Source: an optimization exercise on an open RTL-to-GDS flow (aim: small area, a short achievable clock period and few clock cycles per item). Production flows keep margins and buffers that such runs may drop.
Function was not checked in any run shown here: the RTL went through the layout flow alone.
Power is estimated from default activity; no workload was simulated.

==> flow/design.v, too long to show whole: its modules and the start of the top module <==
// module dot: 1910 lines
// module dot_fa: 4 lines
module dot(input logic clk, input logic rst_n,
          output logic slave_waitrequest,
          input logic [3:0] slave_address,
          input logic slave_read, output logic [31:0] slave_readdata,
          input logic slave_write, input logic [31:0] slave_writedata,
          input logic master_waitrequest,
          output logic [31:0] master_address,
          output logic master_read, input logic [31:0] master_readdata, input logic master_readdatavalid,
          output logic master_write, output logic [31:0] master_writedata);
  // ...
==> flow/run.sh <==
#!/bin/bash
# synth_recipe.tcl (not shown) runs the flow's synth.tcl, then flattens the netlist and writes it again
# the make line also repeats each setting of config.mk as NAME=value (left out here)
make -C /OpenROAD-flow-scripts/flow DESIGN_CONFIG=/design/flow/config.mk WORK_HOME=/design/flow/orfs CLKGATE_MAP_FILE= SYNTH_SCRIPT=/design/flow/synth_recipe.tcl finish
==> flow/config.mk <==
export PLATFORM = sky130hd
export DESIGN_NAME = dot
export DESIGN_NICKNAME = dot
export VERILOG_FILES = /design/flow/design.v
export SDC_FILE = /design/flow/constraint.sdc
export NUM_CORES = 4
export LEC_CHECK = 0
export CAP_MARGIN = 20
export CORE_MARGIN = 2
export CORE_UTILIZATION = 40
export PLACE_DENSITY = 0.6
export SLEW_MARGIN = 20
export SYNTH_HIERARCHICAL = 1
export SYNTH_MINIMUM_KEEP_SIZE = 0
==> flow/constraint.sdc <==
create_clock -name core_clock -period 11.0 [get_ports {clk}]
set_input_delay 2.2000 -clock core_clock [delete_from_list [all_inputs] [get_ports {clk}]]
set_output_delay 2.2000 -clock core_clock [all_outputs]
set_load 0.01 [all_outputs]
==> reports/metrics.yaml, run 1 <==
floorplanning:
  die-area_mm2: 0.0697
timing:
  fmax_mhz: 169
  drv_slew: 0
  setup_slack_ns: 5.07
  skew_ns: 0.0348
  final.min_clock_period_ns: 5.93
global_route:
  grt_pass1_vias: 22400
  grt-ovfl-total: 0
synthesis:
  synth_top_family_by_area: "adder cells"
  synth_largest_area_cell: "fa_1"
routing:
  wl_met2_um: 41600
  viasPerCell: 5.76
setup_path:
  critical-path-max-stage-delay_ns: 0.83
  critPathCaptureType: "flip-flop"
  critPathLaunchType: "flip-flop"
min_path:
  min_to: "br[2]$_DFF_P_"
pwr:
  p_leak_uw: 0.00867
  ir_worst_vdd_uv: 106
place:
  post-dp-hpwl_um: 67700
  portBuffers: 139
  detailedPlace.worstSlack_ns: 5.19
outcome:
  outcome: "timing/DRC/antenna clean"
clock_tree:
  holdBufCountCts: 0
layout:
  nFillCells: 6295
  design.seq.count: 291
==> run 2: changes to the inputs <==
--- a/flow/design.v
+++ b/flow/design.v
@@ -12,36 +12,38 @@
 logic        busy;       
 logic        issuing;    
 logic [15:0] nic;        
 logic        nph;        
 logic [2:0]  oc;         
 logic        rph;        
 logic        pa, pb;     
 logic        ready;      
-logic        clr;        
 logic [31:0] wr, xr;
 logic [15:0] br;         
 logic        xs;         
 logic        c16;
-logic [3:0]  gq;         
-logic [3:1]  pq;         
-logic [31:0] as_r, ac_r;
+logic [7:0]  gq;         
+logic [7:1]  pq;         
+logic [47:0] as_q, ac_q;   
+logic [31:0] as_r, ac_r;   
+assign as_r = as_q[31:0];
+assign ac_r = ac_q[31:0];
 logic accept, load, start, wvalid;
 assign accept = master_read & ~master_waitrequest;
 assign start  = slave_write & (slave_address == 4'd0) & ~busy;
 assign load   = busy & issuing & (~master_read | accept) & (oc <= 3'd5);
 assign wvalid = master_readdatavalid & rph;
 logic [31:0] next_addr;
 assign next_addr = (nph ? wbase : xbase) + {14'd0, nic, 2'b00};
 always_ff @(posedge clk) begin
    if (!rst_n) begin
       wbase <= 0; xbase <= 0; len <= 0;
       busy <= 0; issuing <= 0; nic <= 0; nph <= 0; oc <= 0; rph <= 0;
-      pa <= 0; pb <= 0; ready <= 0; clr <= 0;
+      pa <= 0; pb <= 0; ready <= 0;
       master_read <= 0; master_address <= 0;
    end else begin
       if (!busy && slave_write) begin
          case (slave_address)
             4'd2: wbase <= slave_writedata;
             4'd3: xbase <= slave_writedata;
             4'd5: len <= slave_writedata[15:0];
             default: ;
@@ -62,32 +64,30 @@
          if (nph && (nic + 1'b1 == len)) issuing <= 0;
       end else if (accept) begin
          master_read <= 0;
       end
       oc <= oc + {2'b0, accept} - {2'b0, master_readdatavalid};
       if (master_readdatavalid) rph <= ~rph;
       pa <= wvalid;
       pb <= pa;
-      clr <= start;
-      ready <= busy & ~start & ~clr & ~issuing & ~master_read & (oc == 0) & ~pa & ~pb & ~wvalid
+      ready <= busy & ~start & ~issuing & ~master_read & (oc == 0) & ~pa & ~pb & ~wvalid
                & ~(|(as_r & ac_r));
    end
 end
 always_ff @(posedge clk) begin
    if (master_readdatavalid & ~rph) xr <= master_readdata;
    if (wvalid) wr <= master_readdata;
    br <= wvalid ? xr[15:0] : pa ? xr[31:16] : 16'd0;
 end
 assign xs = xr[31];
-logic [47:0] as_in_n, ac_in_n, ts_n, tc_n;
-logic sel_lo;
-assign sel_lo = ~pa & ~clr;
-assign as_in_n = ~(({48{pa}} & {as_r, 16'd0}) | ({48{sel_lo}} & {16'd0, as_r}));
-assign ac_in_n = ~(({48{pa}} & {ac_r, 16'd0}) | ({48{sel_lo}} & {16'd0, ac_r}));
+logic [47:0] ts_n, tc_n;
+logic [47:0] as_in_n, ac_in_n;
+assign as_in_n = ~as_q;
+assign ac_in_n = ~ac_q;
 logic t629;
 logic t630;
 logic t633;
 logic t634;
 logic t637;
 logic t638;
 logic t641;
 logic t642;
@@ -1881,32 +1881,41 @@
 assign ts_n[44] = t2849;
 assign tc_n[44] = t2846;
 assign ts_n[45] = t2850;
 assign tc_n[45] = t2853;
 assign ts_n[46] = t2857;
 assign tc_n[46] = t2854;
 assign ts_n[47] = t2861;
 assign tc_n[47] = t2858;
+logic nxa, nxb;
+assign nxa = wvalid;
+assign nxb = ~pa & ~wvalid & ~start;
 logic [15:0] g, p;
-logic [3:0] gg, pp;
+logic [7:0] gg, pp;
 assign g = ~(ts_n[15:0] | tc_n[15:0]);
 assign p = ~(ts_n[15:0] & tc_n[15:0]);
 genvar gi;
-generate for (gi = 0; gi < 4; gi++) begin : grp
-   assign gg[gi] = g[4*gi+3] | (p[4*gi+3] & g[4*gi+2]) | (p[4*gi+3] & p[4*gi+2] & g[4*gi+1])
-                 | (p[4*gi+3] & p[4*gi+2] & p[4*gi+1] & g[4*gi]);
-   assign pp[gi] = &p[4*gi +: 4];
+generate for (gi = 0; gi < 8; gi++) begin : grp
+   assign gg[gi] = g[2*gi+1] | (p[2*gi+1] & g[2*gi]);
+   assign pp[gi] = p[2*gi+1] & p[2*gi];
 end endgenerate
-assign c16 = gq[3] | (pq[3] & gq[2]) | (pq[3] & pq[2] & gq[1]) | (pq[3] & pq[2] & pq[1] & gq[0]);
+logic [7:0] cg;    
+assign cg[0] = gq[0];
+generate for (gi = 1; gi < 8; gi++) begin : cch
+   assign cg[gi] = gq[gi] | (pq[gi] & cg[gi-1]);
+end endgenerate
+assign c16 = cg[7];
 always_ff @(posedge clk) begin
-   gq <= pa ? gg : 4'd0;
-   pq <= pa ? pp[3:1] : 3'd0;
-   as_r <= ~(pa ? ts_n[47:16] : ts_n[31:0]);
-   ac_r <= ~(pa ? tc_n[47:16] : tc_n[31:0]);
+   gq <= pa ? gg : 8'd0;
+   pq <= pa ? pp[7:1] : 7'd0;
+   as_q <= ({48{pa}} & {16'd0, ~ts_n[47:16]}) | ({48{nxa}} & {~ts_n[31:0], 16'd0})
+         | ({48{nxb}} & {16'd0, ~ts_n[31:0]});
+   ac_q <= ({48{pa}} & {16'd0, ~tc_n[47:16]}) | ({48{nxa}} & {~tc_n[31:0], 16'd0})
+         | ({48{nxb}} & {16'd0, ~tc_n[31:0]});
 end
 assign slave_waitrequest = busy & ~ready;
 assign slave_readdata = as_r | ac_r;
 assign master_write = 1'b0;
 assign master_writedata = 32'd0;
 endmodule
 module dot_fa(input logic a, input logic b, input logic c, output logic s, output logic co);
 assign s = a ^ b ^ c;
==> reports/metrics.yaml, run 2 <==
timing:
  slew_headroom_pct: 21.4  # was 26.6%
  rsz0062_at_grt: "no"  # unchanged
  worstMarginPinSlew_ns: 1.18  # was 1.10 ns
  finalSetupTns_ns: 0  # unchanged
  min_period_over_period_pct: 44.2  # was 53.9%
  skew_ns: 0.0279  # was 0.0348 ns
  fmax_mhz: 206  # was 169 MHz
  hold_violations: 0  # unchanged
  setup_viol: 0  # unchanged
  drv_slew: 0  # unchanged
  final.min_clock_period_ns: 4.86  # was 5.93 ns
layout:
  final_area_mm2: 0.0308  # was 0.0301 mm^2
  layout.cells.non_filler: 3768  # was 3624
  final_util_pct: 44.9  # was 45.0%
  mostFrequentLayoutCells: "nand2_1, fa_1, dfxtp_1, inv_1, clkdlybuf4s50_1"  # was nand2_1, fa_1, dfxtp_1, a21oi_1, clkdlybuf4s50_1
  final_common_cell: "nand2_1"  # unchanged
  nNetsFinal: 3465  # was 3382
  drive_gt1_share_pct: 4.62  # was 6.29%
  area_growth_syn_to_layout_pct: 11.2  # was 11.5%
  largest_registers: "ac_q (48), as_q (48)"
min_path:
  whs_path_depth: 2  # unchanged
  min_path_type: "flip-flop to flip-flop"  # unchanged
synthesis:
  post-synth-top-count-cell: "nand2_1"  # unchanged
  synth_warnings: 7  # unchanged
  synth_largest_area_cell: "fa_1"  # unchanged
  syn_inst: 2785  # was 2697
  ys_seq_area_share_pct: 26.2  # was 23.9%
  syn-cell-area_mm2: 0.0277  # was 0.0270 mm^2
  synth_flop_cell: "dfxtp_1"  # unchanged
  synth_common_cells: "nand2_1, fa_1, dfxtp_1"  # unchanged
  ys_seq_elements: 330  # was 291
  yosys.cell_types.count: 72  # was 70
  synth_area_per_cell_um2: 9.94  # was 10.0 um^2
  ys_async_sr_fraction_pct: 0  # unchanged
  synth_edf_count: 64  # unchanged
  synth_top_area_share_pct: 38.4  # was 39.3%
  synthTopCellsByArea: "fa_1, dfxtp_1, nand2_1"  # unchanged
global_route:
  grt-ovfl-total: 0  # unchanged
  grt_pass1_vias: 22700  # was 22400
  grt_pass1_wl_um: 139000  # was 142000 um
  antenna_found_initial: 4  # was 7
  grt_max_degree: 82  # was 87
  grtUsageTotal_pct: 26.0  # was 27.4%
job:
  drv_cap: 0  # unchanged
place:
  portBuffers: 139  # unchanged
  post-dp-hpwl_um: 66800  # was 67700 um
  dpl_cell_area_mm2: 0.0296  # was 0.0290 mm^2
  gp_congestion: 1.01  # was 0.972
  dp_cells: 3701  # was 3563
clock_tree:
  clkLatencyLatePin_ns: 0.55  # was 0.58 ns
  htree_levels: 2  # unchanged
  tritoncts: "done"  # unchanged
  numCtsBuffers: 37  # was 34
  cts_post_setup_buffers_inserted: 0  # unchanged
  cts_root_buf: "clkbuf_16"  # unchanged
  max-clock-path-buffers: 3  # unchanged
  clk_pin_slew_ns: 0.06  # about the same
  holdBufCountCts: 0  # unchanged
  cts_resized: 0  # unchanged
  clock_sinks: 330  # was 291
setup_path:
  crit_required_ns: 11.47  # was 11.40 ns
  worstPathArrival_ns: 5.33  # was 6.32 ns
  cp_max_fo: 17  # was 70
  crit_type: "flip-flop to flip-flop"  # unchanged
  critPathLaunchType: "flip-flop"  # unchanged
  critPathCaptureType: "flip-flop"  # unchanged
  ff2ff_path_depth: 10  # was 11
floorplanning:
  die-area_mm2: 0.0713  # was 0.0697 mm^2
  core_area_mm2: 0.0686  # was 0.0670 mm^2
  io_pins: 173  # unchanged
  die_h_um: 267  # was 264 um
  fp.dieW_um: 267  # was 264 um
  row_count: 96  # was 95
  start_util_pct: 40.4  # was 40.3%
pwr:
  clkPwrFrac_pct: 20.7  # was 21.9%
  p_int_uw: 3280  # was 3000 uW
  power.density_mw_per_mm2: 189  # was 171 mW/mm^2
  switchingPower_uw: 2530  # was 2160 uW
  p_leak_uw: 0.00909  # was 0.00867 uW
  seqPwrFrac_pct: 26.1  # was 28.5%
  p_sw_share_pct: 43.5  # was 41.9%
  p_comb_share_pct: 53.1  # was 49.6%
  ir_worst_vdd_uv: 145  # was 106 uV
routing:
  num_vias: 21200  # was 20900
  drtIter0Drc: 2072  # was 2324
  avgRoutedWirePerCell_um: 24.2  # was 26.1 um
  dr.pass1.iters: 6  # was 8
  viasPerCell: 5.62  # was 5.76
  detail-route-antenna-nets: 0  # unchanged
  drcViolationCount: 0  # unchanged
  wl_um: 91200  # was 94600 um
outcome:
  outcome: "timing/DRC/antenna clean"  # unchanged
==> run 2: changes by cell type in the layout (fill, tap and decap cells not counted), moves of 31 or more <==
cell,before,now
or2_2,34,1
nor2_1,64,115
inv_1,76,177
nand2_1,735,704
o22ai_1,2,69
mux2i_1,87,30
a21oi_1,151,120
dfxtp_1,225,259
==> run 2: kinds of logic (layout without fill, tap and decap cells) <==
family                   after synthesis  count (layout)  synth area share [%]
adder cells (fa/ha/maj)              584             584                  40.8
AO/OA/AOI/OAI                        343             343                  7.82
buffers and inverters                400             418                  6.13
AND/OR/NAND/NOR                     1041            1041                  16.1
other                                  1              35                0.0135
XOR/XNOR                              41              41                  1.30
multiplexers                          45              45                  1.69
flip-flops                           330             330                  26.2
==> run 2: final timing paths <==
path | start | endpoint | slack, ns
hold / removal | xr[0]$_DFFE_PP_ | br[0]$_DFF_P_ | 0.43
setup reg to reg | wr[13]$_DFFE_PP_ | gq[7]$_SDFF_PN0_ | 6.14
hold reg to reg | xr[0]$_DFFE_PP_ | br[0]$_DFF_P_ | 0.43
setup / recovery | wr[13]$_DFFE_PP_ | gq[7]$_SDFF_PN0_ | 6.14
==> run 2: routing by layer <==
layer | vias up | global-route usage, % | share of wire, %
met5 | - | 0 | 0.039
met4 | 4 | 9.17 | 3.5
met3 | 192 | 5.94 | 9.2
met2 | 1136 | 42.7 | 48
met1 | 10900 | 33.9 | 40
li1 | 8878 | - | -
==> run 2: power by group through the flow <==
stage	clock network [uW]	registers, uW	logic, uW
floorplan	0	1460	1710
global placement	0	1540	2950
detailed placement	0	1540	2980
CTS	1220	1510	3010
global route	1260	1520	3250
finish	1200	1520	3090
==> run 2: cell type report <==
type                    count  area (um^2)
diodes                      2         5.00
well taps                 931         1160
fillers                  6431        37800
multi-input cells        2087        18900
flip-flops and latches    330         7260
clock buffers              48          987
repair buffers            173         1650
inverters                 180          678
clock inverters            17          149
==> run 2: worst max-delay path: stages, from the launching register on <==
cell and delay (ns):
edfxtp_1 0.98, nand2_1 0.18, fa_1 0.55, fa_1 0.44, fa_1 0.48, fa_1 0.41
fa_1 0.51, fa_1 0.50, or2_2 0.32, maj3_1 0.34, nor2_1 0.09
==> run 2: metrics by stage <==
stage                     power (uW)  hold slack [ns]  setup slack [ns]
after global placement          4490            0.412              6.01
final                           5810            0.433              6.14
after floorplan                 3170            0.408              6.71
after global routing            6040            0.449              6.02
after detailed placement        4520            0.417              5.97
after CTS                       5750            0.435              6.16
==> run 2: modules after synthesis (local to each module, per instance) <==
module	cells inside	cell area, um^2	copies in the design	flip-flops and latches
dot	2256	17100	1	330
dot_fa	1	20.0	529	0

re-timing with driven ports:
In the flow no input, the clock included, has a driving cell. The finished layouts below were timed again as built, in two steps.
Step 1 sets driving cells, clkbuf_16 on the clock port and buf_2 on the other inputs (assumed; they add their load-dependent delay and slew).
Step 2 also shifts input and output timing later by t, the mid clock arrival at the registers, as if the neighbouring blocks saw the same clock.
a / b / c = no drivers / after step 1 / after step 2; a / b = the first two.
| run | t, ns | setup WS [ns] | worst setup path after step 2 | cell pins on the clock port's net |
|---|---|---|---|---|
| run 1 | 0.625 | 5.074 / 5.074 / 5.074 | register to register | 1 |
| run 2 | 0.599 | 6.140 / 6.140 / 5.908 | input to register | 1 |
After both steps setup and hold are still met in every run listed. The setup slack of run 2, which loses most, moves by 0.000 ns with the drivers and by -0.232 ns with both steps.
